Background: an optimization exercise with open tools, aiming at small area. Do not read the settings as production practice. In this exercise RTL edits were held to simulation tests only and were not proved equivalent to the original. Power and IR drop assume default switching activity.

Setup of alpha:
// hex_network
module hex_network
  (
    input  logic               i_clk,
    input  logic               i_rst,
    output logic [4*21-1:0]    o_f_addr,
    input  logic [4*8-1:0]     i_f_data,
    output logic [3:0]         o_d_valid,
    output logic [3:0]         o_d_we,
    output logic [4*19-1:0]    o_d_addr,
    output logic [4*32-1:0]    o_d_data,
    input  logic [4*32-1:0]    i_d_data,
    output logic [3:0]         o_syscall_valid,
    output logic [4*2-1:0]     o_syscall,
    input  logic               i_cfg_we,
    input  logic [1:0]         i_cfg_core,
    input  logic [1:0]         i_cfg_slot,
    input  logic [1:0]         i_cfg_dst_core,
    input  logic [1:0]         i_cfg_dst_slot
  );
Size in the first run: ~480 I/O pins, about 34000 um2 of cells after synthesis.
export LEC_CHECK = 0
export CAP_MARGIN = 20
export CORE_MARGIN = 2
export CORE_UTILIZATION = 40
export PLACE_DENSITY = 0.6
export SLEW_MARGIN = 20
create_clock -name core_clock -period 12.0 [get_ports {i_clk}]
standard.sh (not shown) runs the stock make flow with config.mk's settings and CLKGATE_MAP_FILE= SYNTH_SCRIPT=/design/flow/synth_recipe.tcl, a recipe that flattens the netlist after the stock synthesis.
==> flow/flow/run.sh <==
#!/bin/bash
# The standard layout with these changes:
#  - the combinational logic of the standard synthesis is mapped again with
#    an area-oriented ABC script (flow/remap.tcl, flow/area.abc); registers
#    and adder cells are kept as the standard synthesis made them, with
#    their names;
#  - plain buf_1 cells as the port buffers (the standard flow picks a delay
#    cell, clkdlybuf4s50_1, for them);
#  - no timing repair at the floorplan (later steps repair timing);
#  - the large buffers are not used, so that repairs use small ones;
#  - a clock tree of clkbuf_8 cells in larger clusters, without dummy loads.
# Each tool's output goes to a log file here (and ORFS's own logs under orfs/).
set -euo pipefail
export BUFFER_PORTS_ARGS="-buffer_cell sky130_fd_sc_hd__buf_1"
export REMOVE_ABC_BUFFERS=1
# The platform's own don't-use cells, and the large buffers.
DONT_USE="sky130_fd_sc_hd__probe_p_8 sky130_fd_sc_hd__probec_p_8 sky130_fd_sc_hd__lpflow_bleeder_1 sky130_fd_sc_hd__lpflow_clkbufkapwr_1 sky130_fd_sc_hd__lpflow_clkbufkapwr_16 sky130_fd_sc_hd__lpflow_clkbufkapwr_2 sky130_fd_sc_hd__lpflow_clkbufkapwr_4 sky130_fd_sc_hd__lpflow_clkbufkapwr_8 sky130_fd_sc_hd__lpflow_clkinvkapwr_1 sky130_fd_sc_hd__lpflow_clkinvkapwr_16 sky130_fd_sc_hd__lpflow_clkinvkapwr_2 sky130_fd_sc_hd__lpflow_clkinvkapwr_4 sky130_fd_sc_hd__lpflow_clkinvkapwr_8 sky130_fd_sc_hd__lpflow_decapkapwr_12 sky130_fd_sc_hd__lpflow_decapkapwr_3 sky130_fd_sc_hd__lpflow_decapkapwr_4 sky130_fd_sc_hd__lpflow_decapkapwr_6 sky130_fd_sc_hd__lpflow_decapkapwr_8 sky130_fd_sc_hd__lpflow_inputiso0n_1 sky130_fd_sc_hd__lpflow_inputiso0p_1 sky130_fd_sc_hd__lpflow_inputiso1n_1 sky130_fd_sc_hd__lpflow_inputiso1p_1 sky130_fd_sc_hd__lpflow_inputisolatch_1 sky130_fd_sc_hd__lpflow_isobufsrc_1 sky130_fd_sc_hd__lpflow_isobufsrc_16 sky130_fd_sc_hd__lpflow_isobufsrc_2 sky130_fd_sc_hd__lpflow_isobufsrc_4 sky130_fd_sc_hd__lpflow_isobufsrc_8 sky130_fd_sc_hd__lpflow_isobufsrckapwr_16 sky130_fd_sc_hd__lpflow_lsbuf_lh_hl_isowell_tap_1 sky130_fd_sc_hd__lpflow_lsbuf_lh_hl_isowell_tap_2 sky130_fd_sc_hd__lpflow_lsbuf_lh_hl_isowell_tap_4 sky130_fd_sc_hd__lpflow_lsbuf_lh_isowell_4 sky130_fd_sc_hd__lpflow_lsbuf_lh_isowell_tap_1 sky130_fd_sc_hd__lpflow_lsbuf_lh_isowell_tap_2 sky130_fd_sc_hd__lpflow_lsbuf_lh_isowell_tap_4 sky130_fd_sc_hd__fill_1 sky130_fd_sc_hd__fill_2 sky130_fd_sc_hd__fill_4 sky130_fd_sc_hd__fill_8 sky130_fd_sc_hd__buf_4 sky130_fd_sc_hd__buf_6 sky130_fd_sc_hd__buf_8 sky130_fd_sc_hd__buf_12 sky130_fd_sc_hd__buf_16 sky130_fd_sc_hd__clkbuf_4 sky130_fd_sc_hd__clkbuf_16 sky130_fd_sc_hd__bufbuf_8 sky130_fd_sc_hd__bufbuf_16"
export CTS_ARGS="-sink_clustering_enable -repair_clock_nets -dont_use_dummy_load -sink_clustering_size 12 -sink_clustering_max_diameter 60 -buf_list sky130_fd_sc_hd__clkbuf_8"
YOSYS=$(command -v yosys || echo "$FLOW_HOME/../tools/install/yosys/bin/yosys")
R=orfs/results/$FLOW_PLATFORM/hex_network/base

bash standard.sh synth > flow_1_standard_synth.log 2>&1
cp "$R/1_2_yosys.v" "$R/1_2_yosys_standard.v"
LIB="$FLOW_HOME/platforms/$FLOW_PLATFORM/lib/sky130_fd_sc_hd__tt_025C_1v80.lib" \
IN_V="$R/1_2_yosys_standard.v" OUT_V="$R/1_2_yosys.v" TOP="$FLOW_TOP" \
ABC_SCRIPT="$PWD/flow/area.abc" STAT="$PWD/flow_2_remap_stat.txt" \
  "$YOSYS" -c flow/remap.tcl > flow_2_remap.log 2>&1
bash standard.sh "DONT_USE_CELLS=$DONT_USE" finish > flow_3_standard_layout.log 2>&1
Other scripts of this flow, unchanged in this note and not shown: flow/flow/area.abc, flow/flow/remap.tcl
Here is what was changed in the inputs of beta compared with alpha.
==> flow/flow/run.sh <==
#!/bin/bash
# The standard layout with these changes:
#  - the combinational logic of the standard synthesis is mapped again with
#    an area-oriented ABC script (flow/remap.tcl, flow/area.abc); registers
#    and adder cells are kept as the standard synthesis made them, with
#    their names;
#  - plain buf_1 cells as the port buffers (the standard flow picks a delay
#    cell, clkdlybuf4s50_1, for them);
#  - no timing repair at the floorplan (later steps repair timing);
#  - after global routing, gates off the critical paths are downsized
#    (RECOVER_POWER);
#  - a clock tree of clkbuf_8 cells in larger clusters, without dummy loads.
# Each tool's output goes to a log file here (and ORFS's own logs under orfs/).
set -euo pipefail
export BUFFER_PORTS_ARGS="-buffer_cell sky130_fd_sc_hd__buf_1"
export REMOVE_ABC_BUFFERS=1
export RECOVER_POWER=100
export CTS_ARGS="-sink_clustering_enable -repair_clock_nets -dont_use_dummy_load -sink_clustering_size 12 -sink_clustering_max_diameter 60 -buf_list sky130_fd_sc_hd__clkbuf_8"
YOSYS=$(command -v yosys || echo "$FLOW_HOME/../tools/install/yosys/bin/yosys")
R=orfs/results/$FLOW_PLATFORM/hex_network/base

bash standard.sh synth > flow_1_standard_synth.log 2>&1
cp "$R/1_2_yosys.v" "$R/1_2_yosys_standard.v"
LIB="$FLOW_HOME/platforms/$FLOW_PLATFORM/lib/sky130_fd_sc_hd__tt_025C_1v80.lib" \
IN_V="$R/1_2_yosys_standard.v" OUT_V="$R/1_2_yosys.v" TOP="$FLOW_TOP" \
ABC_SCRIPT="$PWD/flow/area.abc" STAT="$PWD/flow_2_remap_stat.txt" \
  "$YOSYS" -c flow/remap.tcl > flow_2_remap.log 2>&1
bash standard.sh > flow_3_standard_layout.log 2>&1
### Flow results
alpha finished end to end and its layout was clean on timing, DRC and antenna.
Completing all stages was not enough for beta: its layout failed the final checks because of capacitance limit, slew limit.
alpha → beta: total CTS buffers shrank by about 1.7%; switching share of power shrank by 0.26 points.
The fraction of power consumed by combinational cells number comes out higher for beta vs alpha.
Compared with alpha, beta is the more power-hungry design.
Going from alpha to beta, routability-driven placement congestion ratio shrinks by about 4.5%.
alpha was smaller in final cell area than beta.
beta: sequential fraction of total cell area is 0.51 points lower than what alpha reported.
Input-level comparison between gamma and beta:
==> flow/flow/run.sh <==
#!/bin/bash
# The standard layout with these changes:
#  - the combinational logic of the standard synthesis is mapped again with
#    an area-oriented ABC script (flow/remap.tcl, flow/area.abc); registers
#    and adder cells are kept as the standard synthesis made them, with
#    their names;
#  - plain buf_1 cells as the port buffers (the standard flow picks a delay
#    cell, clkdlybuf4s50_1, for them);
#  - no timing repair at the floorplan (later steps repair timing);
#  - the large buffers are not used, so that repairs use small ones;
#  - a clock tree of clkbuf_8 cells in larger clusters, without dummy loads.
# Each tool's output goes to a log file here (and ORFS's own logs under orfs/).
set -euo pipefail
export BUFFER_PORTS_ARGS="-buffer_cell sky130_fd_sc_hd__buf_1"
export REMOVE_ABC_BUFFERS=1
# The platform's own don't-use cells, and the large buffers.
DONT_USE="sky130_fd_sc_hd__probe_p_8 sky130_fd_sc_hd__probec_p_8 sky130_fd_sc_hd__lpflow_bleeder_1 sky130_fd_sc_hd__lpflow_clkbufkapwr_1 sky130_fd_sc_hd__lpflow_clkbufkapwr_16 sky130_fd_sc_hd__lpflow_clkbufkapwr_2 sky130_fd_sc_hd__lpflow_clkbufkapwr_4 sky130_fd_sc_hd__lpflow_clkbufkapwr_8 sky130_fd_sc_hd__lpflow_clkinvkapwr_1 sky130_fd_sc_hd__lpflow_clkinvkapwr_16 sky130_fd_sc_hd__lpflow_clkinvkapwr_2 sky130_fd_sc_hd__lpflow_clkinvkapwr_4 sky130_fd_sc_hd__lpflow_clkinvkapwr_8 sky130_fd_sc_hd__lpflow_decapkapwr_12 sky130_fd_sc_hd__lpflow_decapkapwr_3 sky130_fd_sc_hd__lpflow_decapkapwr_4 sky130_fd_sc_hd__lpflow_decapkapwr_6 sky130_fd_sc_hd__lpflow_decapkapwr_8 sky130_fd_sc_hd__lpflow_inputiso0n_1 sky130_fd_sc_hd__lpflow_inputiso0p_1 sky130_fd_sc_hd__lpflow_inputiso1n_1 sky130_fd_sc_hd__lpflow_inputiso1p_1 sky130_fd_sc_hd__lpflow_inputisolatch_1 sky130_fd_sc_hd__lpflow_isobufsrc_1 sky130_fd_sc_hd__lpflow_isobufsrc_16 sky130_fd_sc_hd__lpflow_isobufsrc_2 sky130_fd_sc_hd__lpflow_isobufsrc_4 sky130_fd_sc_hd__lpflow_isobufsrc_8 sky130_fd_sc_hd__lpflow_isobufsrckapwr_16 sky130_fd_sc_hd__lpflow_lsbuf_lh_hl_isowell_tap_1 sky130_fd_sc_hd__lpflow_lsbuf_lh_hl_isowell_tap_2 sky130_fd_sc_hd__lpflow_lsbuf_lh_hl_isowell_tap_4 sky130_fd_sc_hd__lpflow_lsbuf_lh_isowell_4 sky130_fd_sc_hd__lpflow_lsbuf_lh_isowell_tap_1 sky130_fd_sc_hd__lpflow_lsbuf_lh_isowell_tap_2 sky130_fd_sc_hd__lpflow_lsbuf_lh_isowell_tap_4 sky130_fd_sc_hd__fill_1 sky130_fd_sc_hd__fill_2 sky130_fd_sc_hd__fill_4 sky130_fd_sc_hd__fill_8 sky130_fd_sc_hd__buf_4 sky130_fd_sc_hd__buf_6 sky130_fd_sc_hd__buf_8 sky130_fd_sc_hd__buf_12 sky130_fd_sc_hd__buf_16 sky130_fd_sc_hd__clkbuf_4 sky130_fd_sc_hd__clkbuf_16 sky130_fd_sc_hd__bufbuf_8 sky130_fd_sc_hd__bufbuf_16 sky130_fd_sc_hd__buf_2 sky130_fd_sc_hd__clkbuf_2"
export CTS_ARGS="-sink_clustering_enable -repair_clock_nets -dont_use_dummy_load -sink_clustering_size 12 -sink_clustering_max_diameter 60 -buf_list sky130_fd_sc_hd__clkbuf_8"
YOSYS=$(command -v yosys || echo "$FLOW_HOME/../tools/install/yosys/bin/yosys")
R=orfs/results/$FLOW_PLATFORM/hex_network/base

bash standard.sh synth > flow_1_standard_synth.log 2>&1
cp "$R/1_2_yosys.v" "$R/1_2_yosys_standard.v"
LIB="$FLOW_HOME/platforms/$FLOW_PLATFORM/lib/sky130_fd_sc_hd__tt_025C_1v80.lib" \
IN_V="$R/1_2_yosys_standard.v" OUT_V="$R/1_2_yosys.v" TOP="$FLOW_TOP" \
ABC_SCRIPT="$PWD/flow/area.abc" STAT="$PWD/flow_2_remap_stat.txt" \
  "$YOSYS" -c flow/remap.tcl > flow_2_remap.log 2>&1
bash standard.sh "DONT_USE_CELLS=$DONT_USE" finish > flow_3_standard_layout.log 2>&1
--- outcome ---
gamma: done, clean on timing, DRC and antenna. Max met2 demand-to-capacity share in global routing across gamma and beta: gamma. beta → gamma: maximum fanout count along the critical path -1; design area went down by 350 um2. gamma vs. beta: sequential cell power saw an increase; switching power saw little to no change. Relative to beta, maximum frequency has decreased by about 0.54% in gamma. Higher overall power consumption among gamma and beta: beta. Post-CTS resize count | gamma below beta. On gamma: sum of net half-perimeters after detailed placement is 7.1% higher than what beta gave. Across both runs, routed wire length was higher for gamma than for beta. Diff beta..gamma | proportion of cell area spent on the clock network | negligible.

what the ideal ports hide:
No port has a modelled driver above. Below, the same layouts with a new extraction and two added sets of constraints.
Step 1 assumes that a clkbuf_16 drives the clock port and a buf_2 every other input.
Step 2 also shifts input and output timing later by t, the mid clock arrival at the registers, as if the neighbouring blocks saw the same clock.
Slacks: ideal / step 1 / step 2; pairs: ideal / step 1.
| run | t, ns | setup slack, ns | worst setup path after step 2 | pins driven straight from the clock port |
|---|---|---|---|---|
| alpha | 0.785 | 0.192 / 0.164 / -0.246 | input to register | 1 |
| beta | 0.791 | 0.236 / 0.198 / -0.345 | input to register | 1 |
| gamma | 0.754 | 0.172 / 0.143 / -0.234 | input to register | 1 |
For beta, which loses most, drivers alone change the setup slack by -0.038 ns; drivers and shift together by -0.581 ns.
